This design comes from an exercise in tuning for small area on the open sky130 flow, not from production work.
Function was checked by simulation only, so behaviour that the tests miss may differ from the original.
Power figures rest on the tool's default switching activity, not on a simulated workload.

### run.sh
#!/bin/bash
# synth_recipe.tcl (not shown) runs the flow's synth.tcl, then flattens the netlist and writes it again
# the make line also repeats each setting of config.mk as NAME=value (left out here)
make -C /OpenROAD-flow-scripts/flow DESIGN_CONFIG=/design/flow/config.mk WORK_HOME=/design/flow/orfs CLKGATE_MAP_FILE= SYNTH_SCRIPT=/design/flow/synth_recipe.tcl finish
### config.mk
export PLATFORM = sky130hd
export DESIGN_NAME = fastinput
export DESIGN_NICKNAME = fastinput
export VERILOG_FILES = /design/flow/design.v
export SDC_FILE = /design/flow/constraint.sdc
export NUM_CORES = 4
export LEC_CHECK = 0
export CAP_MARGIN = 20
export CORE_MARGIN = 2
export CORE_UTILIZATION = 40
export CTS_BUF_LIST = sky130_fd_sc_hd__clkbuf_8
export PLACE_DENSITY = 0.6
export SLEW_MARGIN = 20
### constraint.sdc
create_clock -name core_clock -period 10.0 [get_ports {clk}]
set_input_delay 2.0000 -clock core_clock [delete_from_list [all_inputs] [get_ports {clk}]]
set_output_delay 2.0000 -clock core_clock [all_outputs]
set_load 0.01 [all_outputs]
### design.v
module rising_edge_detector (
    input clk,           
    input reset_n,       
    input input_signal,  
    output rising_edge_detected  
);
reg input_signal_d1;
reg input_signal_d2;
always @(posedge clk or negedge reset_n) begin
    if (!reset_n) begin
        input_signal_d1 <= 0;
        input_signal_d2 <= 0;
    end else begin
        input_signal_d1 <= input_signal;
        input_signal_d2 <= input_signal_d1;
    end
end
assign rising_edge_detected = ~input_signal_d2 & input_signal_d1;
endmodule
module fi_channel (
    input  clk,
    input  rst,
    input  pin,
    input  ph0,       
    input  dph0,      
    input  [1:0] sph,
    input  hclr,      
    input  frz,
    input  mstate,
    input  accept,
    output hbit,      
    output slbit      
);
wire e;
rising_edge_detector red (
    .clk(clk),
    .reset_n(rst),
    .input_signal(pin),
    .rising_edge_detected(e)
);
reg [3:0] L;
reg fH, fD, cH, cD;
reg [27:0] H;
reg [13:0] D;
reg [3:0] SL;
wire w   = e & (&L);
wire toD = frz | accept;
wire hout = H[0] & ~hclr;
wire a    = mstate & D[0];
wire cHe  = ph0 ? (fH | (mstate & fD)) : cH;
wire hin  = hout ^ a ^ cHe;
wire cHn  = (hout & a) | (hout & cHe) | (a & cHe);
wire cDe  = dph0 ? (fD & frz) : cD;
wire din  = frz & (D[0] ^ cDe);
always @(posedge clk or negedge rst) begin
    if (!rst)
        L <= 4'd0;
    else if (e)
        L <= L + 1'b1;
end
always @(posedge clk or negedge rst) begin
    if (!rst) begin
        fH <= 1'b0;
        fD <= 1'b0;
        cH <= 1'b0;
        cD <= 1'b0;
    end else begin
        fH <= (w & ~toD) | (fH & ~ph0);
        fD <= (w & toD) | (fD & ~(dph0 & frz) & ~(ph0 & mstate));
        cH <= cHn;
        cD <= D[0] & cDe;
    end
end
always @(posedge clk) begin
    H <= {hin, H[27:1]};
    D <= {din, D[13:1]};
    if (accept)
        SL <= L;
end
assign hbit  = hout;
assign slbit = SL[sph];
endmodule
module fastinput_in (
    input  rst,
    input  clk,
    input  [3:0] Fast,
    input  ph0,
    input  dph0,
    input  [1:0] sph,
    input  hclr,
    input  frz,
    input  mstate,
    input  accept,
    output [3:0] hbit,
    output [3:0] slbit
);
genvar i;
generate
    for (i = 0; i < 4; i = i + 1) begin : ch
        fi_channel u (
            .clk(clk), .rst(rst), .pin(Fast[i]),
            .ph0(ph0), .dph0(dph0), .sph(sph),
            .hclr(hclr), .frz(frz), .mstate(mstate), .accept(accept),
            .hbit(hbit[i]), .slbit(slbit[i])
        );
    end
endgenerate
endmodule
module Receive2uart(
	input  uart_rxd,
	input  Clk,
	input  Rst,
	output is_cmd,
	output reg Rx_Done
);
reg s0_uart_rx, s1_uart_rx;
reg tmp0_uart_rx, tmp1_uart_rx;
reg uart_state;
reg [4:0] div_cnt;
reg bps_Clk;
reg [7:0] bps_cnt;
reg [2:0] acc;
reg match;
wire nedege = !tmp0_uart_rx & tmp1_uart_rx;
wire reject = (bps_cnt == 8'd12) && (acc[2] | (acc[1] & acc[0]));
assign is_cmd = match;
always @(posedge Clk or negedge Rst) begin
	if (!Rst) begin
		s0_uart_rx <= 1'b0;
		s1_uart_rx <= 1'b0;
		tmp0_uart_rx <= 1'b0;
		tmp1_uart_rx <= 1'b0;
	end else begin
		s0_uart_rx <= uart_rxd;
		s1_uart_rx <= s0_uart_rx;
		tmp0_uart_rx <= s1_uart_rx;
		tmp1_uart_rx <= tmp0_uart_rx;
	end
end
always @(posedge Clk or negedge Rst) begin
	if (!Rst)
		div_cnt <= 5'd0;
	else if (uart_state && div_cnt != 5'd26)
		div_cnt <= div_cnt + 1'b1;
	else
		div_cnt <= 5'd0;
end
always @(posedge Clk or negedge Rst) begin
	if (!Rst)
		bps_Clk <= 1'b0;
	else
		bps_Clk <= (div_cnt == 5'd1);
end
always @(posedge Clk or negedge Rst) begin
	if (!Rst)
		bps_cnt <= 8'd0;
	else if (bps_cnt == 8'd159 || reject)
		bps_cnt <= 8'd0;
	else if (bps_Clk)
		bps_cnt <= bps_cnt + 1'b1;
end
always @(posedge Clk or negedge Rst) begin
	if (!Rst)
		Rx_Done <= 1'b0;
	else
		Rx_Done <= (bps_cnt == 8'd159);
end
wire in_win = (bps_cnt[3:0] >= 4'd6) && (bps_cnt[3:0] <= 4'd11) && (bps_cnt != 8'd41);
wire [3:0] grp = bps_cnt[7:4];
wire exp_bit = (grp == 4'd1) || (grp == 4'd3);
always @(posedge Clk or negedge Rst) begin
	if (!Rst) begin
		acc <= 3'd0;
		match <= 1'b0;
	end else if (bps_Clk) begin
		if (bps_cnt[3:0] == 4'd0)
			acc <= 3'd0;
		else if (in_win)
			acc <= acc + s1_uart_rx;
		if (bps_cnt == 8'd12)
			match <= 1'b1;
		else if (bps_cnt[3:0] == 4'd12 && grp <= 4'd8 && acc[2] != exp_bit)
			match <= 1'b0;
	end
end
always @(posedge Clk or negedge Rst) begin
	if (!Rst)
		uart_state <= 1'b0;
	else if (nedege)
		uart_state <= 1'b1;
	else if (Rx_Done || reject)
		uart_state <= 1'b0;
end
endmodule
module Write2uart(
	input Clk,
	input Rst,
	input Send_en,
	input nbit,
	output reg uart_txd,
	output reg TX_Done,
	output reg [3:0] q
);
reg bps_clk;
reg bclk_d;
reg [8:0] div_cnt;
reg uart_state;
always @(posedge Clk or negedge Rst) begin
	if (!Rst) begin
		bps_clk <= 1'b0;
		bclk_d <= 1'b0;
	end else begin
		bps_clk <= (div_cnt == 9'd1);
		bclk_d <= bps_clk;
	end
end
always @(posedge Clk or negedge Rst) begin
	if (!Rst)
		uart_state <= 1'b0;
	else if (Send_en)
		uart_state <= 1'b1;
	else if (q == 4'd10)
		uart_state <= 1'b0;
end
always @(posedge Clk or negedge Rst) begin
	if (!Rst)
		q <= 4'd15;
	else if (q == 4'd10)
		q <= 4'd15;
	else if (bps_clk)
		q <= q + 1'b1;
end
always @(posedge Clk or negedge Rst) begin
	if (!Rst)
		div_cnt <= 9'd0;
	else if (uart_state && div_cnt != 9'd433)
		div_cnt <= div_cnt + 1'b1;
	else
		div_cnt <= 9'd0;
end
always @(posedge Clk or negedge Rst) begin
	if (!Rst)
		TX_Done <= 1'b0;
	else
		TX_Done <= (q == 4'd10);
end
always @(posedge Clk or negedge Rst) begin
	if (!Rst)
		uart_txd <= 1'b1;
	else if (bclk_d) begin
		if (q == 4'd0)
			uart_txd <= 1'b0;
		else if (q <= 4'd8)
			uart_txd <= nbit;
		else
			uart_txd <= 1'b1;
	end
end
endmodule
module fastinput (
    input rst,
    input clk,
	input [3:0]CheckIO,
	input  receive,
    output write
);
wire RxDone;
wire is_cmd;
wire tx_done;
wire [3:0] q;
wire ReadyWrite1;
reg WriteEnable;
reg ReadyWrite0;
reg fresh;           
reg [4:0] m;         
reg [4:0] php;
reg hclr;
reg frz;
reg mstate;
reg nbit;
reg [1:0] k;
reg [3:0] SumLo;
reg [3:0] SumHi;
wire accept = RxDone && !WriteEnable && is_cmd;
wire [3:0] hbit;
wire [3:0] slbit;
wire ph0  = (php == 5'd4);
wire dph0 = ph0 || (php == 5'd18);
wire ph31 = (php == 5'd31);
Write2uart Write2uart(
	.Clk(clk),
	.Rst(rst),
	.Send_en(WriteEnable),
	.nbit(nbit),
	.uart_txd(write),
	.TX_Done(tx_done),
	.q(q)
);
fastinput_in fastinput_in (
    .rst(rst),
    .clk(clk),
    .Fast(CheckIO),
    .ph0(ph0),
    .dph0(dph0),
    .sph(php[1:0]),
    .hclr(hclr),
    .frz(frz),
    .mstate(mstate),
    .accept(accept),
    .hbit(hbit),
    .slbit(slbit)
);
Receive2uart Receive2uart(
	.uart_rxd(receive),
	.Clk(clk),
	.Rst(rst),
	.is_cmd(is_cmd),
	.Rx_Done(RxDone)
);
rising_edge_detector rising_edge_detectortx (
    .clk(clk),
    .reset_n(rst),
    .input_signal(ReadyWrite0),
    .rising_edge_detected(ReadyWrite1)
);
always @(posedge clk or negedge rst) begin
	if (!rst)
		WriteEnable <= 1'b0;
	else if (ReadyWrite1)
		WriteEnable <= 1'b1;
	else if (m == 5'd16)
		WriteEnable <= 1'b0;
end
always @(posedge clk or negedge rst) begin
	if (!rst)
		m <= 5'd30;
	else if (tx_done)
		m <= m + 1'b1;
	else if (m == 5'd16)
		m <= 5'd30;
end
always @(posedge clk or negedge rst) begin
	if (!rst)
		fresh <= 1'b1;
	else if (tx_done)
		fresh <= 1'b0;
end
always @(posedge clk or negedge rst) begin
	if (!rst)
		ReadyWrite0 <= 1'b0;
	else if (accept)
		ReadyWrite0 <= 1'b1;
	else if (tx_done)
		ReadyWrite0 <= 1'b0;
end
wire unfz = (m == 5'd15) && q[3] && !q[2];
always @(posedge clk or negedge rst) begin
	if (!rst) begin
		php <= 5'd4;
		hclr <= 1'b1;
		frz <= 1'b0;
		mstate <= 1'b0;
	end else begin
		php <= ph31 ? 5'd4 : php + 1'b1;
		if (ph31)
			hclr <= 1'b0;
		if (accept)
			frz <= 1'b1;
		else if (ph31 && unfz)
			frz <= 1'b0;
		if (ph31)
			mstate <= frz && unfz;
	end
end
wire [3:0] x = php[4] ? slbit : hbit;
wire [1:0] ke = (php == 5'd28) ? 2'd0 : k;
wire [2:0] tot = x[0] + x[1] + x[2] + x[3] + ke;
wire win = (m[4:3] == 2'b00);
always @(posedge clk or negedge rst) begin
	if (!rst)
		k <= 2'd0;
	else
		k <= tot[2:1];
end
always @(posedge clk) begin
	SumLo <= (win && php[4:2] == 3'b111) ? {tot[0], SumLo[3:1]} : {SumLo[0], SumLo[3:1]};
	SumHi <= (win && php[4:2] == 3'b001) ? {tot[0], SumHi[3:1]} : {SumHi[0], SumHi[3:1]};
end
wire [1:0] c = m[3:2];
wire [1:0] j = m[1:0];
wire lowm = (php[1:0] == q[1:0]);
wire lowp = (j == 2'd0) && !q[2];
wire hm   = (php[4:2] == {j, q[2]});
reg cond;
reg src;
always @(*) begin
	if (!m[4]) begin
		cond = lowm && (lowp || hm);
		src  = lowp ? slbit[c] : hbit[c];
	end else if (m == 5'd31) begin
		cond = 1'b1;
		src  = (q == 4'd1) || (q == 4'd2);
	end else if (fresh) begin
		cond = 1'b1;
		src  = 1'b0;
	end else begin
		cond = lowm;
		src  = q[2] ? SumHi[0] : SumLo[0];
	end
end
always @(posedge clk) begin
	if (!q[3] && cond)
		nbit <= src;
end
endmodule
==> impl_metrics.tcl, run 1 <==
set metrics [dict create \
    status "complete, no violations" \
    final_cell_mix "dfxtp_1, dfrtp_1, clkbuf_8" \
    drt_first_pass_iters 4 \
    final.period_utilization_pct 36.10 \
    core-area_um2 22570 \
    wl_met1_um 6524 \
    cp.required_ns 8.00 \
    clockBufferDepth 3 \
    post_cts_resized 0 \
    cpPeakStageDelay_ns 0.55 \
    start_util_pct 40.50 \
    cts_hold_buffers 0 \
    irDropWorstVdd_mv 0.1293 \
    r2r-start "php[0]$_DFF_PN0_" \
    cp_max_fo 2 \
    grt_start_max_net_pins 89 \
    leakage_nw 4.536 \
    grt_usage_pct 11.89 \
    r2r.worst_path.cells 6 \
    ys.flop_type "dfxtp_1" \
    ant_nets 0 \
    synthCells 660 \
    cts_tree "built" \
    dpl.hpwl_um 8416 \
    synth_cell_types 52 \
    crit_buf_inv 1 \
    synth_area_um2 9143 \
    synth_edf_count 17 \
    ios 8 \
    grt_pass1_vias 4966 \
    path_cells "clkdlybuf4s50_1" \
    cp-startpoint "Write2uart.uart_txd$_DFFE_PN1P_" \
    tns_ns 0 \
    endpoint_kind "primary output" \
    arrival_ns 1.61 \
    cp_slowest_cell "clkdlybuf4s50_1" \
    clockRootBuffer "clkbuf_8" \
    wl_per_cell_um 13.15 \
    hp-class "reg -> reg" \
    slew_headroom_pct 47.37 \
    worst_pin_slew_ns 0.7895 \
    setup_viol 0 \
    rsz0062_at_grt "false" \
    antenna_found_initial 0 \
    nNetsFinal 746 \
    wl_met2_um 6014 \
    async_flop_share_pct 34.58 \
    via_count 4756 \
    place.gp.congestion 0.7208 \
    synth_seq_cells 295 \
    postCtsSetupBuffers 0 \
    layout_commonest_cell "dfxtp_1" \
    period_needed_ns 3.610 \
    timing.hold.ws_ns 0.3109 \
    grt_pass1_wl_um 23470 \
    syn_to_final_growth_pct 14.55 \
    cts_buffers 46 \
    htree_levels 2 \
    drv_slew 0 \
    timing.critical_path.max_delay_family "buffers and inverters" \
    path_depth 1 \
    drive_gt1_share_pct 13.67 \
    diodes 0 \
    whs_path_depth 0 \
    drtIter0Drc 227 \
    r2r_setup_slack_ns 7.18 \
    max_cap_viol_count 0 \
    dieArea_um2 24080 \
    cts_sinks 295 \
    die_h_um 155.2 \
    hold_viol 0 \
    yosysWarnings 5 \
    powerDensity_nw_per_um2 238.1 \
    met3_length_um 585 \
    synth_fp_nets 705 \
    totalWireLength_um 13470 \
    row_count 55 \
    critPathCapture "write" \
    portBuffers 7 \
    top_layer_used "met4" \
    path_class "reg -> out" \
    postSynthAreaPerCell_um2 13.85 \
    fp.dieW_um 155.2 \
    fmax_ghz 0.2770 \
    yosysSeqAreaShare_pct 72.20 \
    vias_per_cell 4.645 \
    rr_endpoint "SumLo[3]$_DFF_P_" \
    skew_ns 0.03895 \
    startpoint_type "register" \
    clk_pin_slew_ns 0.06 \
    clock_latency_ns 0.56 \
    grt-ovfl-total 0 \
    drc 0 \
]
## layer usage
layer	up-vias	global-route usage, %
met5	-	0
met4	0	5.505
met3	31	3.259
met2	93	18.33
met1	2323	15.73
li1	2309	-
## through the flow
step | total power, mW | utilization [%] | worst slack [ns] | cells | instance area [um^2]
after floorplan | 1.466 | - | 7.471 | 660 | 9143
after global placement | 1.503 | 42.13 | 6.794 | 938 | 9509
after detailed placement | 1.525 | 42.13 | 6.718 | 938 | 9509
after CTS | 2.531 | 46.38 | 6.355 | 1024 | 10470
after global routing | 2.620 | 46.40 | 6.330 | 1024 | 10470
final | 2.493 | 46.40 | 6.390 | 1024 | 10470
## kinds of logic after synthesis
logic type	share of synthesized area, %
AOI/OAI and AO/OA	4.298
buffers and inverters	2.025
adders and majority gates	5.775
xor gates and xnor gates	3.928
muxes	2.737
and+or+nand+nor	9.033
DFF	72.20
## report_power, final
part,leakage [nW],internal [mW],switching (mW)
clock,0.543,0.545,0.451
combinational,1.14,0.0776,0.0715
sequential,2.85,1.27,0.0769
total,4.54,1.89,0.599
## cells in the mapped netlist (16+ instances only)
| library cell | instances | area, um^2 |
|---|---|---|
| nand3_1 | 17 | 85.08 |
| xnor2_1 | 19 | 166.4 |
| edfxtp_1 | 17 | 510.5 |
| ha_1 | 31 | 387.9 |
| nor2_1 | 41 | 153.9 |
| dfrtp_1 | 90 | 2252 |
| o21ai_0 | 19 | 95.09 |
| xor2_1 | 22 | 192.7 |
| nand2_1 | 29 | 108.9 |
| dfxtp_1 | 176 | 3523 |
| inv_1 | 32 | 120.1 |
| a21oi_1 | 16 | 80.08 |
## state kept, by name, indices dropped and copies added (netlist names), 5 cells and up
register and flops:
Write2uart.div_cnt 9, Receive2uart.bps_cnt 8, fastinput_in.ch.u.D 56, fastinput_in.ch.u.L 16
fastinput_in.ch.u.SL 16, php 5, m 5, Receive2uart.div_cnt 5
fastinput_in.ch.u.H 112
## worst min path at each step
stage,start,end
after detailed placement,fastinput_in.ch[1].u.H[6]$_DFF_P_,fastinput_in.ch[1].u.H[5]$_DFF_P_
final,fastinput_in.ch[2].u.H[2]$_DFF_P_,fastinput_in.ch[2].u.H[1]$_DFF_P_
after global routing,fastinput_in.ch[2].u.H[2]$_DFF_P_,fastinput_in.ch[2].u.H[1]$_DFF_P_
after floorplan,SumHi[1]$_DFF_P_,SumHi[0]$_DFF_P_
after global placement,SumLo[3]$_DFF_P_,SumLo[2]$_DFF_P_
after CTS,fastinput_in.ch[2].u.H[2]$_DFF_P_,fastinput_in.ch[2].u.H[1]$_DFF_P_
## area by class of cell
type | instances | area (um^2)
fill | 2006 | 12100
sequential | 295 | 6601
multi-input combinational | 318 | 2356
clock buffer | 60 | 825.8
tap | 285 | 356.6
clock inverter | 26 | 133.9
inverter | 32 | 120.1
timing repair buffer | 8 | 78.83
==> run 2, diff against run 1 <==
--- a/config.mk
+++ b/config.mk
@@ -10,3 +10,2 @@
 export CORE_UTILIZATION = 40
-export CTS_BUF_LIST = sky130_fd_sc_hd__clkbuf_8
 export PLACE_DENSITY = 0.6
==> impl_metrics.tcl, run 2 <==
set metrics [dict create \
    rsz0062_at_grt "false" \
    synth_cell_types 52 \
    critPathCapture "write" \
    nNetsFinal 728 \
    drc 0 \
    synth_fp_nets 705 \
    cts_tree "built" \
    die_h_um 155.2 \
    yosysSeqAreaShare_pct 72.20 \
    path_depth 1 \
    startpoint_type "register" \
    irDropWorstVdd_mv 0.1226 \
    synth_edf_count 17 \
    cp-startpoint "Write2uart.uart_txd$_DFFE_PN1P_" \
    drive_gt1_share_pct 10.50 \
    leakage_nw 4.472 \
    r2r_setup_slack_ns 7.20 \
    grt_start_max_net_pins 89 \
    crit_buf_inv 1 \
    cts_hold_buffers 0 \
    grt_usage_pct 11.46 \
    setup_ws_ns 6.371 \
    cpPeakStageDelay_ns 0.55 \
    top_register "fastinput_in.ch.u.H" \
    ys.flop_type "dfxtp_1" \
    yosysWarnings 5 \
    grt_pass1_wl_um 22820 \
    fill_cells 2001 \
    hp-class "reg -> reg" \
    worst_pin_slew_ns 0.7817 \
    ios 8 \
    rr_endpoint "SumHi[3]$_DFF_P_" \
    tns_ns 0 \
    timing.critical_path.max_delay_family "buffers and inverters" \
    arrival_ns 1.63 \
    setup_viol 0 \
    grt-ovfl-total 0 \
    htree_levels 1 \
    drt_first_pass_iters 5 \
    yosys-top-cells-count "dfxtp_1, dfrtp_1, nor2_1" \
    row_count 55 \
    place.gp.congestion 0.7208 \
    cp.required_ns 8.00 \
    final_cell_mix "dfxtp_1, dfrtp_1, nor2_1" \
    vias_per_cell 4.656 \
    hold_viol 0 \
    cp_max_fo 2 \
    endpoint_kind "primary output" \
    antenna_found_initial 0 \
    clockRootBuffer "clkbuf_16" \
    max_cap_viol_count 0 \
    synth_top_cell_by_area "dfxtp_1" \
    path_cells "clkdlybuf4s50_1" \
    core-area_um2 22570 \
    largest_reg_flops 112 \
    diodes 0 \
    slew_headroom_pct 47.88 \
    stdcell_area_um2 10470 \
    dpl.hpwl_um 8416 \
    path_class "reg -> out" \
    post_cts_resized 0 \
    biggestRegsByFlops "fastinput_in.ch.u.H x112, fastinput_in.ch.u.D x56" \
    cts_sinks 295 \
    cts_buffers 28 \
    clk_pin_slew_ns 0.06 \
    final_util_pct 46.40 \
    fp.dieW_um 155.2 \
    drtIter0Drc 194 \
    ant_nets 0 \
    start_util_pct 40.50 \
    postCtsSetupBuffers 0 \
    layout_commonest_cell "dfxtp_1" \
    synth_area_um2 9143 \
    portBuffers 7 \
    fmax_ghz 0.2756 \
    skew_ns 0.008899 \
    dp_slack_ns 6.718 \
    cp_slowest_cell "clkdlybuf4s50_1" \
    synth_top_cell_area_share_pct 38.54 \
    clock_latency_ns 0.54 \
    powerDensity_nw_per_um2 243.2 \
    synthCells 660 \
    wl_per_cell_um 13.26 \
    worstHoldStart "fastinput_in.ch[1].u.H[21]$_DFF_P_" \
    status "complete, no violations" \
    period_needed_ns 3.629 \
    async_flop_share_pct 34.58 \
    clockBufferDepth 3 \
    r2r.worst_path.cells 6 \
    postSynthAreaPerCell_um2 13.85 \
    totalWireLength_um 13130 \
    grt_pass1_vias 4714 \
    syn_to_final_growth_pct 14.55 \
    ys_top_cells_by_area "dfxtp_1, dfrtp_1, edfxtp_1, ha_1, dfstp_2" \
    synthMostInstantiatedCell "dfxtp_1" \
    dieArea_um2 24080 \
    r2r-start "php[0]$_DFF_PN0_" \
    place_area_um2 9509 \
    synth_seq_cells 295 \
    via_count 4609 \
    final.period_utilization_pct 36.29 \
    drv_slew 0 \
]
## run 2: cell types whose count changed in the layout (fill, tap and decap cells not counted), moves of 2 or more
cell / previous run / this run
inv_4: 0 / 2
clkinv_2: 13 / 8
clkbuf_16: 0 / 30
inv_1: 42 / 32
clkbuf_1: 0 / 3
clkbuf_8: 60 / 5
## run 2: kinds of logic after synthesis
family                   after synthesis  synth area share (%)
flip-flops                           295                 72.20
AND/OR/NAND/NOR                      160                 9.033
AO/OA/AOI/OAI                         61                 4.298
buffers and inverters                 47                 2.025
XOR/XNOR                              41                 3.928
adder cells (fa/ha/maj)               38                 5.775
multiplexers                          18                 2.737
## run 2: area by class of cell
| cell class | count | area (um^2) | area share, % |
|---|---|---|---|
| sequential | 295 | 6601 | 63.03 |
| multi-input combinational | 318 | 2356 | 22.50 |
| clock buffer | 38 | 830.8 | 7.933 |
| tap | 285 | 356.6 | 3.405 |
| clock inverter | 14 | 128.9 | 1.231 |
| inverter | 32 | 120.1 | 1.147 |
| timing repair buffer | 8 | 78.83 | 0.7527 |
## run 2: worst min path at each step
stage	cells past startpoint	endpoint	slack, ns
2_1_floorplan	0	SumHi[0]$_DFF_P_	0.31
3_3_place_gp	0	SumLo[2]$_DFF_P_	0.31
3_5_place_dp	0	fastinput_in.ch[1].u.H[5]$_DFF_P_	0.31
4_1_cts	0	fastinput_in.ch[2].u.H[22]$_DFF_P_	0.33
5_1_grt	0	fastinput_in.ch[1].u.H[2]$_DFF_P_	0.33
6_report	0	fastinput_in.ch[1].u.H[20]$_DFF_P_	0.32
## run 2: power by group
part           total [mW]  switching (mW)  internal [mW]  leakage [nW]
Combinational       0.149          0.0716         0.0776          1.14
Sequential           1.35          0.0765           1.27          2.85
Clock                1.05           0.436          0.614         0.479
## run 2: layer usage
layer	GRT usage, %	vias up	share of wire, %
met4	4.150	0	2.4
met5	0	-	0
li1	-	2259	-
met3	2.451	28	4.2
met2	18.16	73	44
met1	15.67	2249	49
## run 2: metrics by stage
stage	power, mW	hold slack, ns	std cells
global placement	1.503	0.3107	938
CTS	2.582	0.3257	990
floorplan	1.466	0.3096	660
global route	2.667	0.3270	990
detailed placement	1.525	0.3121	938
finish	2.547	0.3227	990
## run 2: worst reg2reg max path, cell delays in order, from the launching register on
cell,delay [ns]
dfrtp_1,0.55
mux4_1,0.64
a21oi_1,0.25
fa_1,0.45
inv_1,0.10
fa_1,0.41
mux2_2,0.28
==> run 3, diff against run 2 <==
--- a/config.mk
+++ b/config.mk
@@ -10,2 +10,3 @@
 export CORE_UTILIZATION = 40
+export CTS_BUF_LIST = sky130_fd_sc_hd__clkbuf_4
 export PLACE_DENSITY = 0.6
==> impl_metrics.tcl, run 3 <==
set metrics [dict create \
    setup_viol 0 \
    synthMostInstantiatedCell "dfxtp_1" \
    period_needed_ns 3.730 \
    synth_area_um2 9143 \
    grt_usage_pct 12.26 \
    drtIter0Drc 170 \
    whs_path_depth 0 \
    fmax_ghz 0.2681 \
    fp.dieW_um 155.2 \
    synth-simple-area-share_pct 9.032 \
    post_cts_resized 0 \
    skew_ns 0.03913 \
    place.gp.congestion 0.7208 \
    final_util_pct 46.51 \
    die_h_um 155.2 \
    irDropWorstVdd_mv 0.1427 \
    endpoint_kind "primary output" \
    slew_headroom_pct 46.53 \
    grt_pass1_vias 5244 \
    yosysSeqAreaShare_pct 72.20 \
    max_cap_viol_count 0 \
    biggestRegsByFlops "fastinput_in.ch.u.H x112, fastinput_in.ch.u.D x56" \
    holdPathEnd "SumLo[0]$_DFF_P_" \
    htree_levels 3 \
    clock_latency_ns 0.65 \
    dpl.hpwl_um 8416 \
    arrival_ns 1.73 \
    antenna_found_initial 1 \
    row_count 55 \
    rsz0062_at_grt "false" \
    final.period_utilization_pct 37.30 \
    synth_top_cell_by_area "dfxtp_1" \
    postCtsSetupBuffers 0 \
    clockRootBuffer "clkbuf_4" \
    cts_tree "built" \
    synth_xor_area_share_pct 3.928 \
    synth_fp_nets 705 \
    r2r.worst_path.cells 6 \
    postSynthAreaPerCell_um2 13.85 \
    synthAdderAreaFrac_pct 5.775 \
    synth_top_cell_area_share_pct 38.54 \
    worst_pin_slew_ns 0.8021 \
    yosysWarnings 5 \
    dieArea_um2 24080 \
    final_cell_mix "dfxtp_1, clkbuf_4, dfrtp_1" \
    clockBufferDepth 3 \
    drc 0 \
    cp.required_ns 8.00 \
    path_class "reg -> out" \
    synth_cell_types 52 \
    tns_ns 0 \
    synth_seq_cells 295 \
    seq_area_um2 6601 \
    grt_start_max_net_pins 89 \
    timing.critical_path.max_delay_family "buffers and inverters" \
    status "complete, no violations" \
    leakage_nw 4.573 \
    ios 8 \
    ant_nets 0 \
    drv_slew 0 \
    muxShareOfSynthArea_pct 2.737 \
    synth_top_family_by_area "simple AND/OR/NAND/NOR gates" \
    cts_sinks 295 \
    crit_buf_inv 1 \
    drt_first_pass_iters 4 \
    cts_hold_buffers 0 \
    worstHoldStart "SumLo[1]$_DFF_P_" \
    core-area_um2 22570 \
    top_register "fastinput_in.ch.u.H" \
    totalWireLength_um 13630 \
    synth_edf_count 17 \
    cts_buffers 75 \
    portBuffers 7 \
    synthCells 660 \
    hold_viol 0 \
    largest_reg_flops 112 \
    grt_pass1_wl_um 23960 \
    nNetsFinal 775 \
    multiInputGateArea_um2 2356 \
    fill_cells 2049 \
    vias_per_cell 4.586 \
    layout_commonest_cell "dfxtp_1" \
    yosys-top-cells-count "dfxtp_1, dfrtp_1, nor2_1" \
    via_count 4916 \
    synth_compound_area_share_pct 4.297 \
    rr_endpoint "SumLo[3]$_DFF_P_" \
    cpPeakStageDelay_ns 0.55 \
    cp-startpoint "Write2uart.uart_txd$_DFFE_PN1P_" \
    r2r-start "php[0]$_DFF_PN0_" \
    grt-ovfl-total 0 \
    cp_max_fo 2 \
    wl_per_cell_um 12.72 \
    ys_top_cells_by_area "dfxtp_1, dfrtp_1, edfxtp_1, ha_1, dfstp_2" \
    cp_slowest_cell "clkdlybuf4s50_1" \
    syn_to_final_growth_pct 14.83 \
    startpoint_type "register" \
    path_cells "clkdlybuf4s50_1" \
    r2r_setup_slack_ns 7.18 \
    drive_gt1_share_pct 18.32 \
    start_util_pct 40.50 \
    async_flop_share_pct 34.58 \
    powerDensity_nw_per_um2 238.7 \
    ys.flop_type "dfxtp_1" \
    clk_pin_slew_ns 0.06 \
    hp-class "reg -> reg" \
]
-- run 3: cell types whose count changed in the layout (fill, tap and decap cells not counted), moves of 2 or more --
| cell | delta |
|---|---|
| clkbuf_1 | -3 |
| clkbuf_16 | -30 |
| clkbuf_4 | +109 |
| clkbuf_8 | -5 |
| clkinv_1 | +14 |
| clkinv_2 | -5 |
| inv_4 | -2 |
| inv_6 | +2 |
-- run 3: routing by layer --
layer / GRT usage (%) / vias to the layer above / share of wire [%]
li1: - / 2410 / -
met1: 15.18 / 2402 / 48
met2: 18.77 / 75 / 45
met3: 4.067 / 29 / 4.1
met4: 7.296 / 0 / 2.5
met5: 0 / - / 0
-- run 3: worst reg2reg max path, delay by kind of cell, from the launching register on --
| family | cells | cell delay (ns) |
|---|---|---|
| fa+ha+maj | 2 | 0.86 |
| flops | 1 | 0.55 |
| compound gates | 1 | 0.25 |
| buf+inv | 1 | 0.10 |
| mux | 2 | 0.91 |
-- run 3: worst max-delay path by stage --
stage                                                    to  cells past startpoint
after floorplan                                       write                      0
after global placement    fastinput_in.ch[3].u.cD$_DFF_PN0_                      2
after detailed placement  fastinput_in.ch[0].u.cD$_DFF_PN0_                      2
after CTS                                             write                      1
after global routing                                  write                      1
final                                                 write                      1
-- run 3: through the flow --
stage / power [mW] / area (um^2) / instances / hold WS (ns) / setup WS, ns
detailed placement: 1.525 / 9509 / 938 / 0.3121 / 6.718
global placement: 1.503 / 9509 / 938 / 0.3107 / 6.794
finish: 2.506 / 10500 / 1072 / 0.3075 / 6.270
CTS: 2.556 / 10490 / 1071 / 0.2956 / 6.193
floorplan: 1.466 / 9143 / 660 / 0.3096 / 7.471
global route: 2.654 / 10500 / 1072 / 0.3073 / 6.177
-- run 3: cells by family (layout without fill, tap and decap cells) --
group / after synthesis / in the layout
simple gates: 160 / 160
flops: 295 / 295
xor+xnor: 41 / 41
mux: 18 / 18
buf+inv: 47 / 173
fa+ha+maj: 38 / 38
compound gates: 61 / 61
other cells: 0 / 1
-- run 3: cell type report --
cell class / instances / share of cell area [%]
Inverter: 32 / 1.144
Tap cell: 285 / 3.397
Sequential cell: 295 / 62.88
Timing Repair Buffer: 8 / 0.7508
Clock inverter: 24 / 1.573
Clock buffer: 109 / 7.794
Multi-Input combinational cell: 318 / 22.44
Antenna cell: 1 / 0.02384
-- run 3: where the power goes --
part / switching (mW) / internal [mW] / leakage (nW)
clock: 0.451 / 0.557 / 0.581
sequential: 0.0770 / 1.27 / 2.85
combinational: 0.0718 / 0.0776 / 1.14
total: 0.599 / 1.91 / 4.57
==> run 4, diff against run 3 <==
--- a/design.v
+++ b/design.v
@@ -61,13 +61,11 @@
 always @(posedge clk or negedge rst) begin
-    if (!rst) begin
+    if (!rst)
         fH <= 1'b0;
-        fD <= 1'b0;
-        cH <= 1'b0;
-        cD <= 1'b0;
-    end else begin
+    else
         fH <= (w & ~toD) | (fH & ~ph0);
-        fD <= (w & toD) | (fD & ~(dph0 & frz) & ~(ph0 & mstate));
-        cH <= cHn;
-        cD <= D[0] & cDe;
-    end
+end
+always @(posedge clk) begin
+    cH <= cHn;
+    fD <= (w & toD) | (fD & ~dph0);
+    cD <= D[0] & cDe;
 end
@@ -119,3 +117,2 @@
 reg [4:0] div_cnt;
-reg bps_Clk;
 reg [7:0] bps_cnt;
@@ -123,2 +120,3 @@
 reg match;
+wire bps_Clk = uart_state && (div_cnt == 5'd2);
 wire nedege = !tmp0_uart_rx & tmp1_uart_rx;
@@ -139,6 +137,4 @@
 end
-always @(posedge Clk or negedge Rst) begin
-	if (!Rst)
-		div_cnt <= 5'd0;
-	else if (uart_state && div_cnt != 5'd26)
+always @(posedge Clk) begin
+	if (uart_state && div_cnt != 5'd26)
 		div_cnt <= div_cnt + 1'b1;
@@ -149,8 +145,2 @@
 	if (!Rst)
-		bps_Clk <= 1'b0;
-	else
-		bps_Clk <= (div_cnt == 5'd1);
-end
-always @(posedge Clk or negedge Rst) begin
-	if (!Rst)
 		bps_cnt <= 8'd0;
@@ -170,7 +160,4 @@
 wire exp_bit = (grp == 4'd1) || (grp == 4'd3);
-always @(posedge Clk or negedge Rst) begin
-	if (!Rst) begin
-		acc <= 3'd0;
-		match <= 1'b0;
-	end else if (bps_Clk) begin
+always @(posedge Clk) begin
+	if (bps_Clk) begin
 		if (bps_cnt[3:0] == 4'd0)
@@ -203,14 +190,12 @@
 );
-reg bps_clk;
-reg bclk_d;
 reg [8:0] div_cnt;
 reg uart_state;
+wire div_lo  = uart_state && (div_cnt[8:2] == 7'd0);
+wire bps_clk = div_lo && (div_cnt[1:0] == 2'd2);
+wire slot0   = div_lo && (div_cnt[1:0] == 2'd3);
 always @(posedge Clk or negedge Rst) begin
-	if (!Rst) begin
-		bps_clk <= 1'b0;
-		bclk_d <= 1'b0;
-	end else begin
-		bps_clk <= (div_cnt == 9'd1);
-		bclk_d <= bps_clk;
-	end
+	if (!Rst)
+		TX_Done <= 1'b0;
+	else
+		TX_Done <= (q == 4'd10);
 end
@@ -232,6 +217,4 @@
 end
-always @(posedge Clk or negedge Rst) begin
-	if (!Rst)
-		div_cnt <= 9'd0;
-	else if (uart_state && div_cnt != 9'd433)
+always @(posedge Clk) begin
+	if (uart_state && div_cnt != 9'd433)
 		div_cnt <= div_cnt + 1'b1;
@@ -242,10 +225,4 @@
 	if (!Rst)
-		TX_Done <= 1'b0;
-	else
-		TX_Done <= (q == 4'd10);
-end
-always @(posedge Clk or negedge Rst) begin
-	if (!Rst)
 		uart_txd <= 1'b1;
-	else if (bclk_d) begin
+	else if (slot0) begin
 		if (q == 4'd0)
@@ -270,5 +247,5 @@
 wire [3:0] q;
-wire ReadyWrite1;
 reg WriteEnable;
-reg ReadyWrite0;
+reg acc_d1;          
+reg acc_d2;
 reg fresh;           
@@ -319,8 +296,11 @@
 );
-rising_edge_detector rising_edge_detectortx (
-    .clk(clk),
-    .reset_n(rst),
-    .input_signal(ReadyWrite0),
-    .rising_edge_detected(ReadyWrite1)
-);
+always @(posedge clk or negedge rst) begin
+	if (!rst) begin
+		acc_d1 <= 1'b0;
+		acc_d2 <= 1'b0;
+	end else begin
+		acc_d1 <= accept;
+		acc_d2 <= acc_d1;
+	end
+end
 always @(posedge clk or negedge rst) begin
@@ -328,3 +308,3 @@
 		WriteEnable <= 1'b0;
-	else if (ReadyWrite1)
+	else if (acc_d2)
 		WriteEnable <= 1'b1;
@@ -347,10 +327,2 @@
 end
-always @(posedge clk or negedge rst) begin
-	if (!rst)
-		ReadyWrite0 <= 1'b0;
-	else if (accept)
-		ReadyWrite0 <= 1'b1;
-	else if (tx_done)
-		ReadyWrite0 <= 1'b0;
-end
 wire unfz = (m == 5'd15) && q[3] && !q[2];
@@ -378,8 +350,4 @@
 wire win = (m[4:3] == 2'b00);
-always @(posedge clk or negedge rst) begin
-	if (!rst)
-		k <= 2'd0;
-	else
-		k <= tot[2:1];
-end
+always @(posedge clk)
+	k <= tot[2:1];
 always @(posedge clk) begin
--- a/config.mk
+++ b/config.mk
@@ -10,3 +10,4 @@
 export CORE_UTILIZATION = 40
-export CTS_BUF_LIST = sky130_fd_sc_hd__clkbuf_4
+export CTS_CLUSTER_DIAMETER = 100
+export CTS_CLUSTER_SIZE = 30
 export PLACE_DENSITY = 0.6
==> impl_metrics.tcl, run 4 <==
set metrics [dict create \
    fill_cells 2029 \
    status "complete, no violations" \
    ios 8 \
    cp_slowest_cell "dfstp_2" \
    synth_fp_nets 710 \
    clockBufferDepth 3 \
    power_frac_seq_pct 64.8 \
    synth_cell_types 57 \
    r2r.worst_path.cells 6 \
    power_switching_share_pct 22.89 \
    pwr-share-clk_pct 28.1 \
    post_cts_resized 0 \
    drtIter0Drc 261 \
    core-area_um2 21890 \
    path_cells "clkdlybuf4s50_1" \
    irDropWorstVdd_mv 0.1374 \
    whs_path_depth 0 \
    cts_sinks 291 \
    htree_levels 1 \
    cp_max_fo 2 \
    hp-class "reg -> reg" \
    ys.flop_type "dfxtp_1" \
    r2r_setup_slack_ns 7.21 \
    fp.dieW_um 153.6 \
    hold_viol 0 \
    grt_start_max_net_pins 67 \
    biggestRegsByFlops "fastinput_in.ch.u.H x112, fastinput_in.ch.u.D x56" \
    clockRootBuffer "clkbuf_16" \
    path_class "reg -> out" \
    place.gp.congestion 0.7845 \
    crit_buf_inv 1 \
    dp_cells 934 \
    period_needed_ns 3.541 \
    synthMostInstantiatedCell "dfxtp_1" \
    endpoint_kind "primary output" \
    powerDensity_nw_per_um2 212.1 \
    cts_buffers 13 \
    p_int_mw 1.576 \
    holdPathEnd "fastinput_in.ch[1].u.D[1]$_DFF_P_" \
    nNetsFinal 714 \
    drc 0 \
    synth_top_cell_area_share_pct 45.59 \
    final.period_utilization_pct 35.41 \
    largest_reg_flops 112 \
    fmax_ghz 0.2824 \
    grt_usage_pct 10.98 \
    r2r-start "php[0]$_DFF_PN0_" \
    pwr-share-comb_pct 7.2 \
    yosysWarnings 5 \
    drt_first_pass_iters 4 \
    drive_gt1_share_pct 5.944 \
    grt-ovfl-total 0 \
    startpoint_type "register" \
    portBuffers 7 \
    postSynthAreaPerCell_um2 13.47 \
    postCtsSetupBuffers 0 \
    grt_pass1_vias 4450 \
    via_count 4397 \
    timing.critical_path.max_delay_family "flip-flops" \
    rr_endpoint "SumHi[3]$_DFF_P_" \
    slew_headroom_pct 39.87 \
    synth_seq_cells 291 \
    power_switching_uw 467.8 \
    cts_tree "built" \
    worst_pin_slew_ns 0.9020 \
    clk_pin_slew_ns 0.10 \
    synth_area_um2 8957 \
    tns_ns 0 \
    skew_ns 0.01866 \
    layout_commonest_cell "dfxtp_1" \
    start_util_pct 40.92 \
    arrival_ns 1.54 \
    max_cap_viol_count 0 \
    drv_slew 0 \
    dpl.hpwl_um 8185 \
    wl_per_cell_um 13.18 \
    grt_pass1_wl_um 21800 \
    row_count 54 \
    rsz0062_at_grt "false" \
    async_flop_share_pct 22.68 \
    top_register "fastinput_in.ch.u.H" \
    die_h_um 153.6 \
    leakage_nw 3.906 \
    cpPeakStageDelay_ns 0.54 \
    setup_viol 0 \
    syn_to_final_growth_pct 7.557 \
    synthCells 665 \
    ys_top_cells_by_area "dfxtp_1, dfrtp_1, edfxtp_1, ha_1, dfstp_2" \
    ant_nets 0 \
    diodes 0 \
    totalWireLength_um 12570 \
    synth_edf_count 21 \
    vias_per_cell 4.614 \
    clock_latency_ns 0.48 \
    yosysSeqAreaShare_pct 71.24 \
    antenna_found_initial 0 \
    cts_hold_buffers 0 \
    worstHoldStart "fastinput_in.ch[1].u.D[2]$_DFF_P_" \
    cp.required_ns 8.00 \
    yosys-top-cells-count "dfxtp_1, dfrtp_1, nor2_1" \
    final_cell_mix "dfxtp_1, dfrtp_1, nor2_1" \
    synth_top_cell_by_area "dfxtp_1" \
    final_cells 953 \
    dieArea_um2 23610 \
]
## run 4: cell count changes in the layout (fill, tap and decap cells not counted), moves of 5 or more
cell / change
dfrtp_1: -36
mux2i_1: -6
nand2_1: +12
clkinv_1: -14
dfxtp_1: +28
clkbuf_4: -109
clkbuf_16: +13
clkbuf_1: +5
## run 4: per-layer routing
metal	vias to the layer above	wire (um)	global-route usage (%)
met3	13	232	1.635
met5	-	0	0
met4	0	306	3.582
met2	41	5688	17.08
met1	2138	6338	15.87
li1	2205	-	-
## run 4: layout make-up
| class | instances | area, um^2 | share of cell area [%] |
|---|---|---|---|
| clock inverter | 1 | 8.758 | 0.09091 |
| tap | 280 | 350.3 | 3.636 |
| clock buffer | 18 | 344.1 | 3.571 |
| timing repair buffer | 8 | 72.57 | 0.7532 |
| sequential | 291 | 6381 | 66.23 |
| inverter | 30 | 112.6 | 1.169 |
| multi-input combinational | 325 | 2365 | 24.55 |
## run 4: cells by family (layout without fill, tap and decap cells)
kind of cell	count (synthesis)	count (layout)	synth area share (%)
AO/OA/AOI/OAI	60	60	4.135
XOR/XNOR	40	40	3.911
adder cells (fa/ha/maj)	39	39	6.006
buffers and inverters	49	57	2.361
flip-flops	291	291	71.24
multiplexers	14	14	2.417
AND/OR/NAND/NOR	172	172	9.932
## run 4: how the worst max path moves through the flow
stage | from | to | slack [ns] | depth (start not counted)
2_1_floorplan | Write2uart.uart_txd$_DFFE_PN1P_ | write | 7.47 | 0
3_3_place_gp | Write2uart.uart_txd$_DFFE_PN1P_ | write | 6.95 | 1
3_5_place_dp | Write2uart.uart_txd$_DFFE_PN1P_ | write | 6.94 | 1
4_1_cts | Write2uart.uart_txd$_DFFE_PN1P_ | write | 6.43 | 1
5_1_grt | Write2uart.uart_txd$_DFFE_PN1P_ | write | 6.41 | 1
6_report | Write2uart.uart_txd$_DFFE_PN1P_ | write | 6.46 | 1
## run 4: power by group through the flow
stage | clock [mW] | combinational [mW] | sequential [mW]
global placement | 0 | 0.133 | 1.34
global route | 0.643 | 0.168 | 1.34
CTS | 0.600 | 0.149 | 1.32
finish | 0.573 | 0.146 | 1.32
detailed placement | 0 | 0.147 | 1.35
floorplan | 0 | 0.123 | 1.32
## run 4: metrics by stage
stage                     hold WS [ns]  setup WS (ns)  area, um^2  utilization [%]  power, mW
after floorplan                 0.3096          7.474        8957                -      1.446
after global placement          0.3098          6.954        9281            42.40      1.477
after detailed placement        0.3121          6.945        9281            42.40      1.496
after CTS                       0.3239          6.427        9634            44.01      2.072
after global routing            0.3373          6.408        9634            44.01      2.148
final                           0.3280          6.459        9634            44.01      2.043
==> run 5, diff against run 4 <==
--- a/config.mk
+++ b/config.mk
@@ -10,4 +10,2 @@
 export CORE_UTILIZATION = 40
-export CTS_CLUSTER_DIAMETER = 100
-export CTS_CLUSTER_SIZE = 30
 export PLACE_DENSITY = 0.6
==> impl_metrics.tcl, run 5 <==
set metrics [dict create \
    clockBufferDepth 3 \
    layout_commonest_cell "dfxtp_1" \
    ys.flop_type "dfxtp_1" \
    async_flop_share_pct 22.68 \
    setup_viol 0 \
    grt_start_max_net_pins 67 \
    cp_max_fo 2 \
    drc 0 \
    path_cells "clkdlybuf4s50_1" \
    fill_cells 1989 \
    cpPeakStageDelay_ns 0.54 \
    drtIter0Drc 250 \
    postCtsSetupBuffers 0 \
    post_cts_resized 0 \
    via_count 4550 \
    ant_nets 0 \
    die_h_um 153.6 \
    status "complete, no violations" \
    cts_buffers 28 \
    irDropWorstVdd_mv 0.1251 \
    stdcell_area_um2 10170 \
    grt_pass1_wl_um 22730 \
    hold_viol 0 \
    cp_slowest_cell "clkdlybuf4s50_1" \
    startpoint_type "register" \
    nNetsFinal 729 \
    cts_tree "built" \
    biggestRegsByFlops "fastinput_in.ch.u.H x112, fastinput_in.ch.u.D x56" \
    yosysSeqAreaShare_pct 71.24 \
    crit_buf_inv 1 \
    endpoint_kind "primary output" \
    cts_sinks 291 \
    core-area_um2 21890 \
    timing.critical_path.max_delay_family "buffers and inverters" \
    max_cap_viol_count 0 \
    final.period_utilization_pct 36.02 \
    syn_to_final_growth_pct 13.55 \
    ios 8 \
    grt_usage_pct 11.44 \
    period_needed_ns 3.602 \
    largest_reg_flops 112 \
    final_cell_mix "dfxtp_1, dfrtp_1, nor2_1" \
    synthMostInstantiatedCell "dfxtp_1" \
    synthCells 665 \
    final_util_pct 46.46 \
    vias_per_cell 4.615 \
    clk_pin_slew_ns 0.06 \
    p_total_mw 2.462 \
    drive_gt1_share_pct 10.20 \
    seq_area_um2 6381 \
    synth_fp_nets 710 \
    htree_levels 1 \
    synth_cell_types 57 \
    clockRootBuffer "clkbuf_16" \
    synth_edf_count 21 \
    synth_seq_cells 291 \
    row_count 54 \
    fp.dieW_um 153.6 \
    clock_latency_ns 0.55 \
    drv_slew 0 \
    portBuffers 7 \
    grt_pass1_vias 4673 \
    place_area_um2 9281 \
    dieArea_um2 23610 \
    yosysWarnings 5 \
    arrival_ns 1.60 \
    drt_first_pass_iters 5 \
    powerDensity_nw_per_um2 242.1 \
    diodes 0 \
    totalWireLength_um 13140 \
    cts_hold_buffers 0 \
    place.gp.congestion 0.7845 \
    dpl.hpwl_um 8185 \
    synth_area_um2 8957 \
    worst_pin_slew_ns 0.8914 \
    slew_headroom_pct 40.57 \
    top_register "fastinput_in.ch.u.H" \
    synth_top_cell_area_share_pct 45.59 \
    leakage_nw 4.175 \
    hp-class "reg -> reg" \
    tns_ns 0 \
    yosys-top-cells-count "dfxtp_1, dfrtp_1, nor2_1" \
    multiInputGateArea_um2 2365 \
    ys_top_cells_by_area "dfxtp_1, dfrtp_1, edfxtp_1, ha_1, dfstp_2" \
    fmax_ghz 0.2776 \
    grt-ovfl-total 0 \
    antenna_found_initial 0 \
    cp.required_ns 8.00 \
    rsz0062_at_grt "false" \
    synth_top_cell_by_area "dfxtp_1" \
    wl_per_cell_um 13.33 \
    start_util_pct 40.92 \
    skew_ns 0.01308 \
    path_class "reg -> out" \
    postSynthAreaPerCell_um2 13.47 \
]
==> run 5: final timing paths <==
| kind | cells past startpoint | end | startpoint | slack [ns] |
|---|---|---|---|---|
| setup / recovery | 1 | write | Write2uart.uart_txd$_DFFE_PN1P_ | 6.40 |
| hold / removal | 0 | fastinput_in.ch[2].u.D[5]$_DFF_P_ | fastinput_in.ch[2].u.D[6]$_DFF_P_ | 0.32 |
| setup reg to reg | 6 | SumHi[3]$_DFF_P_ | php[0]$_DFF_PN0_ | 7.25 |
| hold reg to reg | 0 | fastinput_in.ch[2].u.D[5]$_DFF_P_ | fastinput_in.ch[2].u.D[6]$_DFF_P_ | 0.32 |
| max in group asynchronous | 2 | fastinput_in.ch[0].u.L[0]$_DFFE_PN0P_ | rst | 7.79 |
| min in group asynchronous | 2 | Receive2uart.bps_cnt[2]$_DFFE_PN0P_ | rst | 1.64 |
==> run 5: cells by family (layout without fill, tap and decap cells) <==
kind of cell	count (synthesis)	count (layout)	synth area share, %
flip-flops	291	291	71.24
AND/OR/NAND/NOR	172	172	9.932
AO/OA/AOI/OAI	60	60	4.135
buffers and inverters	49	90	2.361
XOR/XNOR	40	40	3.911
adder cells (fa/ha/maj)	39	39	6.006
multiplexers	14	14	2.417
==> run 5: layout make-up <==
class                   count  share of cell area (%)
flip-flops and latches    291                   62.74
multi-input cells         325                   23.25
clock buffers              35                   7.344
well taps                 280                   3.444
clock inverters            17                   1.402
inverters                  30                   1.107
repair buffers              8                  0.7135
==> run 5: metal layers <==
layer	global-route usage (%)	share of wire (%)	vias up	routed length, um
met3	2.452	3.7	28	485
met5	0	0	-	0
li1	-	-	2253	-
met2	17.90	45	75	5939
met4	4.063	2.4	0	320
met1	15.83	49	2194	6396
==> run 5: metrics by stage <==
stage	cells	worst slack, ns	hold WS [ns]
after CTS	986	6.365	0.3251
after floorplan	665	7.474	0.3096
after detailed placement	934	6.945	0.3121
after global routing	986	6.346	0.3273
final	986	6.398	0.3224
after global placement	934	6.954	0.3098
==> run 5: where the power goes <==
group / switching (mW) / internal (mW) / total (mW)
Combinational: 0.0697 / 0.0767 / 0.146
Clock: 0.430 / 0.560 / 0.990
Sequential: 0.0706 / 1.25 / 1.33
==> run 6, diff against run 5 <==
--- a/config.mk
+++ b/config.mk
@@ -10,2 +10,5 @@
 export CORE_UTILIZATION = 40
+export CTS_BUF_LIST = sky130_fd_sc_hd__clkbuf_8
+export CTS_CLUSTER_DIAMETER = 80
+export CTS_CLUSTER_SIZE = 16
 export PLACE_DENSITY = 0.6
==> impl_metrics.tcl, run 6 <==
set metrics [dict create \
    core-area_um2 21890 \
    power_frac_seq_pct 65.4 \
    leakage_nw 3.940 \
    gr-max-usage-layer "met2" \
    post_cts_resized 0 \
    nNetsFinal 723 \
    postCtsSetupBuffers 0 \
    synthMostInstantiatedCell "dfxtp_1" \
    pwr-share-clk_pct 27.3 \
    met3_usage_pct 2.565 \
    portBuffers 7 \
    grt_pass1_wl_um 22100 \
    cts_hold_buffers 0 \
    via_count 4466 \
    cpPeakStageDelay_ns 0.54 \
    ant_nets 0 \
    grt_usage_pct 11.17 \
    grt-ovfl-total 0 \
    synth_area_um2 8957 \
    setup_ws_ns 6.364 \
    syn_to_final_growth_pct 7.571 \
    die_h_um 153.6 \
    async_flop_share_pct 22.68 \
    biggestRegsByFlops "fastinput_in.ch.u.H x112, fastinput_in.ch.u.D x56" \
    fp.dieW_um 153.6 \
    clk_pin_slew_ns 0.10 \
    arrival_ns 1.64 \
    tns_ns 0 \
    antenna_found_initial 0 \
    cts_tree "built" \
    cts_buffers 22 \
    fmax_ghz 0.2750 \
    row_count 54 \
    skew_ns 0.02636 \
    clockRootBuffer "clkbuf_8" \
    synthCells 665 \
    clockBufferDepth 3 \
    layout_commonest_cell "dfxtp_1" \
    drv_slew 0 \
    worst_pin_slew_ns 0.8831 \
    largest_reg_flops 112 \
    ys_top_cells_by_area "dfxtp_1, dfrtp_1, edfxtp_1, ha_1, dfstp_2" \
    use_met1_pct 15.41 \
    met2_usage_pct 17.40 \
    dieArea_um2 23610 \
    synth_edf_count 21 \
    drtIter0Drc 218 \
    ios 8 \
    yosys-top-cells-count "dfxtp_1, dfrtp_1, nor2_1" \
    yosysWarnings 5 \
    irDropWorstVdd_mv 0.1473 \
    top_register "fastinput_in.ch.u.H" \
    powerDensity_nw_per_um2 209.8 \
    vias_per_cell 4.623 \
    crit_buf_inv 1 \
    timing.hold.ws_ns 0.3071 \
    final_cell_mix "dfxtp_1, dfrtp_1, nor2_1" \
    rsz0062_at_grt "false" \
    startpoint_type "register" \
    cp_max_fo 2 \
    drt_first_pass_iters 4 \
    diodes 0 \
    place.gp.congestion 0.7845 \
    cts_sinks 291 \
    yosysSeqAreaShare_pct 71.24 \
    drc 0 \
    dp_slack_ns 6.945 \
    cp_slowest_cell "dfstp_2" \
    period_needed_ns 3.636 \
    path_class "reg -> out" \
    start_util_pct 40.92 \
    p_int_mw 1.536 \
    slew_headroom_pct 41.13 \
    pwr-share-comb_pct 7.2 \
    synth_cell_types 57 \
    synth_top_cell_area_share_pct 45.59 \
    grt_start_max_net_pins 67 \
    endpoint_kind "primary output" \
    power_switching_uw 485.1 \
    status "complete, no violations" \
    ys.flop_type "dfxtp_1" \
    totalWireLength_um 12840 \
    hp-class "reg -> reg" \
    dp_cells 934 \
    cp.required_ns 8.00 \
    power_switching_share_pct 24.00 \
    wl_per_cell_um 13.29 \
    synth_fp_nets 710 \
    drive_gt1_share_pct 7.434 \
    final_cells 966 \
    setup_viol 0 \
    timing.critical_path.max_delay_family "flip-flops" \
    htree_levels 1 \
    dpl.hpwl_um 8185 \
    final.period_utilization_pct 36.36 \
    clock_latency_ns 0.56 \
    path_cells "clkdlybuf4s50_1" \
    synth_top_cell_by_area "dfxtp_1" \
    max_cap_viol_count 0 \
    grt_pass1_vias 4534 \
    hold_viol 0 \
    synth_seq_cells 291 \
    postSynthAreaPerCell_um2 13.47 \
]
-- run 6: changes by cell type in the layout (fill, tap and decap cells not counted) --
cell,previous run,this run
clkinv_2,11,0
bufinv_16,1,0
inv_6,0,2
clkbuf_8,2,22
clkinvlp_4,2,1
clkbuf_1,5,0
clkinv_4,1,0
inv_1,30,37
clkinv_16,1,0
clkinv_1,1,0
clkbuf_16,28,0
-- run 6: metal layers --
metal  part of all wire (%)  wire [um]
met5                      0          0
met4                    2.3        291
met3                    4.1        527
met2                     45       5726
met1                     49       6290
-- run 6: per-stage QoR --
step	power (mW)	cell area [um^2]	util (%)
after CTS	2.057	9635	44.02
after detailed placement	1.496	9281	42.40
after global routing	2.133	9635	44.02
after global placement	1.477	9281	42.40
after floorplan	1.446	8957	-
final	2.022	9635	44.02
-- run 6: logic make-up after synthesis --
group	after synthesis	share of synthesized area, %
flops	291	71.24
simple gates	172	9.932
compound gates	60	4.135
buf+inv	49	2.361
xor+xnor	40	3.911
fa+ha+maj	39	6.006
mux	14	2.417
-- run 6: power groups by stage --
stage | logic (mW) | clock network [mW] | registers, mW
floorplan | 0.123 | 0 | 1.32
global placement | 0.133 | 0 | 1.34
detailed placement | 0.147 | 0 | 1.35
CTS | 0.149 | 0.586 | 1.32
global route | 0.168 | 0.629 | 1.34
finish | 0.146 | 0.553 | 1.32
-- run 6: final cells by class --
cell class	instances	area [um^2]
well taps	280	350.3
inverters	30	112.6
flip-flops and latches	291	6381
repair buffers	8	72.57
multi-input cells	325	2365
clock inverters	10	51.30
clock buffers	22	302.8
fillers	2032	12260
-- run 6: final timing paths --
check                      slack [ns]                                    end                              start  cells after the start
max in group asynchronous        7.80  fastinput_in.ch[0].u.L[1]$_DFFE_PN0P_                                rst                      2
min                              0.31      fastinput_in.ch[3].u.D[0]$_DFF_P_  fastinput_in.ch[3].u.D[1]$_DFF_P_                      0
max reg2reg                      7.22                       SumHi[3]$_DFF_P_                   php[0]$_DFF_PN0_                      6
min in group asynchronous        1.62    Receive2uart.bps_cnt[2]$_DFFE_PN0P_                                rst                      2
min reg2reg                      0.31      fastinput_in.ch[3].u.D[0]$_DFF_P_  fastinput_in.ch[3].u.D[1]$_DFF_P_                      0
max                              6.36                                  write    Write2uart.uart_txd$_DFFE_PN1P_                      1
==> run 7, diff against run 6 <==
--- a/config.mk
+++ b/config.mk
@@ -9,7 +9,6 @@
 export CORE_MARGIN = 2
-export CORE_UTILIZATION = 40
-export CTS_BUF_LIST = sky130_fd_sc_hd__clkbuf_8
-export CTS_CLUSTER_DIAMETER = 80
-export CTS_CLUSTER_SIZE = 16
-export PLACE_DENSITY = 0.6
+export CORE_UTILIZATION = 65
+export CTS_CLUSTER_DIAMETER = 100
+export CTS_CLUSTER_SIZE = 30
+export PLACE_DENSITY = 0.8
 export SLEW_MARGIN = 20
==> impl_metrics.tcl, run 7 <==
set metrics [dict create \
    status "complete, no violations" \
    arrival_ns 1.54 \
    worstHoldStart "fastinput_in.ch[3].u.D[1]$_DFF_P_" \
    synthMostInstantiatedCell "dfxtp_1" \
    yosysWarnings 5 \
    cp_max_fo 2 \
    synth_top_cell_area_share_pct 45.59 \
    startpoint_type "register" \
    final.period_utilization_pct 35.40 \
    path_cells "clkdlybuf4s50_1" \
    skew_ns 0.01519 \
    clockRootBuffer "clkbuf_16" \
    yosysSeqAreaShare_pct 71.24 \
    r2r_setup_slack_ns 7.23 \
    ant_nets 0 \
    slew_headroom_pct 40.25 \
    power_switching_uw 472.4 \
    synth_fp_nets 710 \
    drv_slew 0 \
    grt_pass1_wl_um 21680 \
    max_cap_viol_count 0 \
    cts_sinks 291 \
    hp-class "reg -> reg" \
    whs_path_depth 0 \
    top_register "fastinput_in.ch.u.H" \
    path_class "reg -> out" \
    tns_ns 0 \
    cpPeakStageDelay_ns 0.54 \
    fill_cells 899 \
    vias_per_cell 5.306 \
    postCtsSetupBuffers 0 \
    dpl.hpwl_um 8448 \
    r2r.worst_path.cells 6 \
    seq_area_um2 6381 \
    pwr-share-comb_pct 7.2 \
    power_frac_seq_pct 64.7 \
    cp.required_ns 8.00 \
    ios 8 \
    fmax_ghz 0.2825 \
    cts_tree "built" \
    biggestRegsByFlops "fastinput_in.ch.u.H x112, fastinput_in.ch.u.D x56" \
    irDropWorstVdd_mv 0.2059 \
    grt_start_max_net_pins 67 \
    period_needed_ns 3.540 \
    crit_buf_inv 1 \
    portBuffers 7 \
    final_util_pct 71.22 \
    postSynthAreaPerCell_um2 13.47 \
    row_count 42 \
    diodes 0 \
    rsz0062_at_grt "false" \
    drive_gt1_share_pct 5.944 \
    timing.critical_path.max_delay_family "flip-flops" \
    clockBufferDepth 3 \
    synth_cell_types 57 \
    grt-ovfl-total 0 \
    endpoint_kind "primary output" \
    drtIter0Drc 297 \
    synthCells 665 \
    multiInputGateArea_um2 2365 \
    rr_endpoint "SumHi[3]$_DFF_P_" \
    clock_latency_ns 0.48 \
    nNetsFinal 714 \
    holdPathEnd "fastinput_in.ch[3].u.D[0]$_DFF_P_" \
    syn_to_final_growth_pct 6.132 \
    grt_pass1_vias 4565 \
    drt_first_pass_iters 4 \
    p_int_mw 1.577 \
    fp.dieW_um 121.4 \
    cts_hold_buffers 0 \
    clk_pin_slew_ns 0.11 \
    powerDensity_nw_per_um2 215.6 \
    synth_area_um2 8957 \
    hold_viol 0 \
    async_flop_share_pct 22.68 \
    cts_buffers 13 \
    core-area_um2 13350 \
    antenna_found_initial 0 \
    place.gp.congestion 0.7921 \
    dieArea_um2 14740 \
    power_switching_share_pct 23.05 \
    htree_levels 1 \
    wl_per_cell_um 15.42 \
    worst_pin_slew_ns 0.8962 \
    timing.hold.ws_ns 0.3252 \
    largest_reg_flops 112 \
    setup_viol 0 \
    grt_usage_pct 18.37 \
    layout_commonest_cell "dfxtp_1" \
    synth_seq_cells 291 \
    p_total_mw 2.050 \
    drc 0 \
    cp_slowest_cell "dfstp_2" \
    ys.flop_type "dfxtp_1" \
    r2r-start "php[0]$_DFF_PN0_" \
    start_util_pct 67.11 \
    synth_edf_count 21 \
    yosys-top-cells-count "dfxtp_1, dfrtp_1, nor2_1" \
    pwr-share-clk_pct 28.1 \
    leakage_nw 3.907 \
    via_count 4505 \
    totalWireLength_um 13090 \
    post_cts_resized 0 \
    final_cell_mix "dfxtp_1, dfrtp_1, nor2_1" \
    die_h_um 121.4 \
    synth_top_cell_by_area "dfxtp_1" \
    ys_top_cells_by_area "dfxtp_1, dfrtp_1, edfxtp_1, ha_1, dfstp_2" \
]
## run 7: layout make-up
type / count / area share, %
flip-flops and latches: 291 / 67.12
multi-input cells: 325 / 24.87
clock buffers: 18 / 3.619
well taps: 176 / 2.316
inverters: 30 / 1.185
repair buffers: 8 / 0.7634
clock inverters: 1 / 0.1185
## run 7: metal layers
layer | up-vias | GRT usage, % | part of all wire, %
met5 | - | 0 | 0
met4 | 0 | 4.598 | 2.0
met3 | 22 | 3.055 | 3.8
met2 | 90 | 30.72 | 49
met1 | 2178 | 25.32 | 46
li1 | 2215 | - | -
## run 7: worst max path at each step
stage	from	end	slack, ns	depth (start not counted)
after CTS	Write2uart.uart_txd$_DFFE_PN1P_	write	6.44	1
after floorplan	Write2uart.uart_txd$_DFFE_PN1P_	write	7.47	0
final	Write2uart.uart_txd$_DFFE_PN1P_	write	6.46	1
after global routing	Write2uart.uart_txd$_DFFE_PN1P_	write	6.41	1
after detailed placement	Write2uart.uart_txd$_DFFE_PN1P_	write	6.97	1
after global placement	Write2uart.uart_txd$_DFFE_PN1P_	write	6.97	1
## run 7: metrics by stage
stage	worst slack, ns	cells	instance area (um^2)
finish	6.460	849	9507
global route	6.411	849	9507
CTS	6.439	849	9507
detailed placement	6.973	830	9151
global placement	6.972	830	9151
floorplan	7.474	665	8957
## run 7: power by group through the flow
stage                     clock [mW]  combinational [mW]  sequential, mW
after floorplan                    0               0.123            1.32
after global routing           0.629               0.169            1.34
after CTS                      0.589               0.150            1.32
after global placement             0               0.133            1.34
after detailed placement           0               0.149            1.35
final                          0.576               0.148            1.33
## run 7: logic make-up (layout without fill, tap and decap cells)
group                    Yosys count  after routing  synth area share (%)
flip-flops                       291            291                 71.24
multiplexers                      14             14                 2.417
buffers and inverters             49             57                 2.361
XOR/XNOR                          40             40                 3.911
AO/OA/AOI/OAI                     60             60                 4.135
adder cells (fa/ha/maj)           39             39                 6.006
AND/OR/NAND/NOR                  172            172                 9.932

re-timing with driven ports:
How much do the figures lean on ideal ports? The routed layouts below were timed once more, with nothing changed but the port constraints. Step 1 sets driving cells, clkbuf_16 on the clock port and buf_2 on the other inputs (assumed; they add their load-dependent delay and slew). Step 2 times the ports against the registers' clock, not the clock port: input delays grow and output delays shrink by t, the midpoint of the rising clock arrivals with the driver on. Slacks: no drivers / after step 1 / after step 2; pairs: no drivers / after step 1.
run	shift t [ns]	setup slack, ns	worst setup path at the end	clock arrival spread, ns	pins driven straight from the clock port
run 1	0.579	6.390 / 6.353 / 6.931	register to output	0.041 / 0.041	1
run 2	0.581	6.371 / 6.329 / 6.910	register to output	0.015 / 0.014	1
run 3	0.669	6.270 / 6.233 / 6.902	register to output	0.043 / 0.042	1
run 4	0.516	6.459 / 6.412 / 6.927	register to output	0.024 / 0.025	1
run 5	0.581	6.398 / 6.356 / 6.937	register to output	0.013 / 0.014	1
run 6	0.582	6.364 / 6.326 / 6.908	register to output	0.028 / 0.028	1
run 7	0.510	6.460 / 6.418 / 6.929	register to output	0.019 / 0.019	1
After both steps every run listed still meets setup and hold.
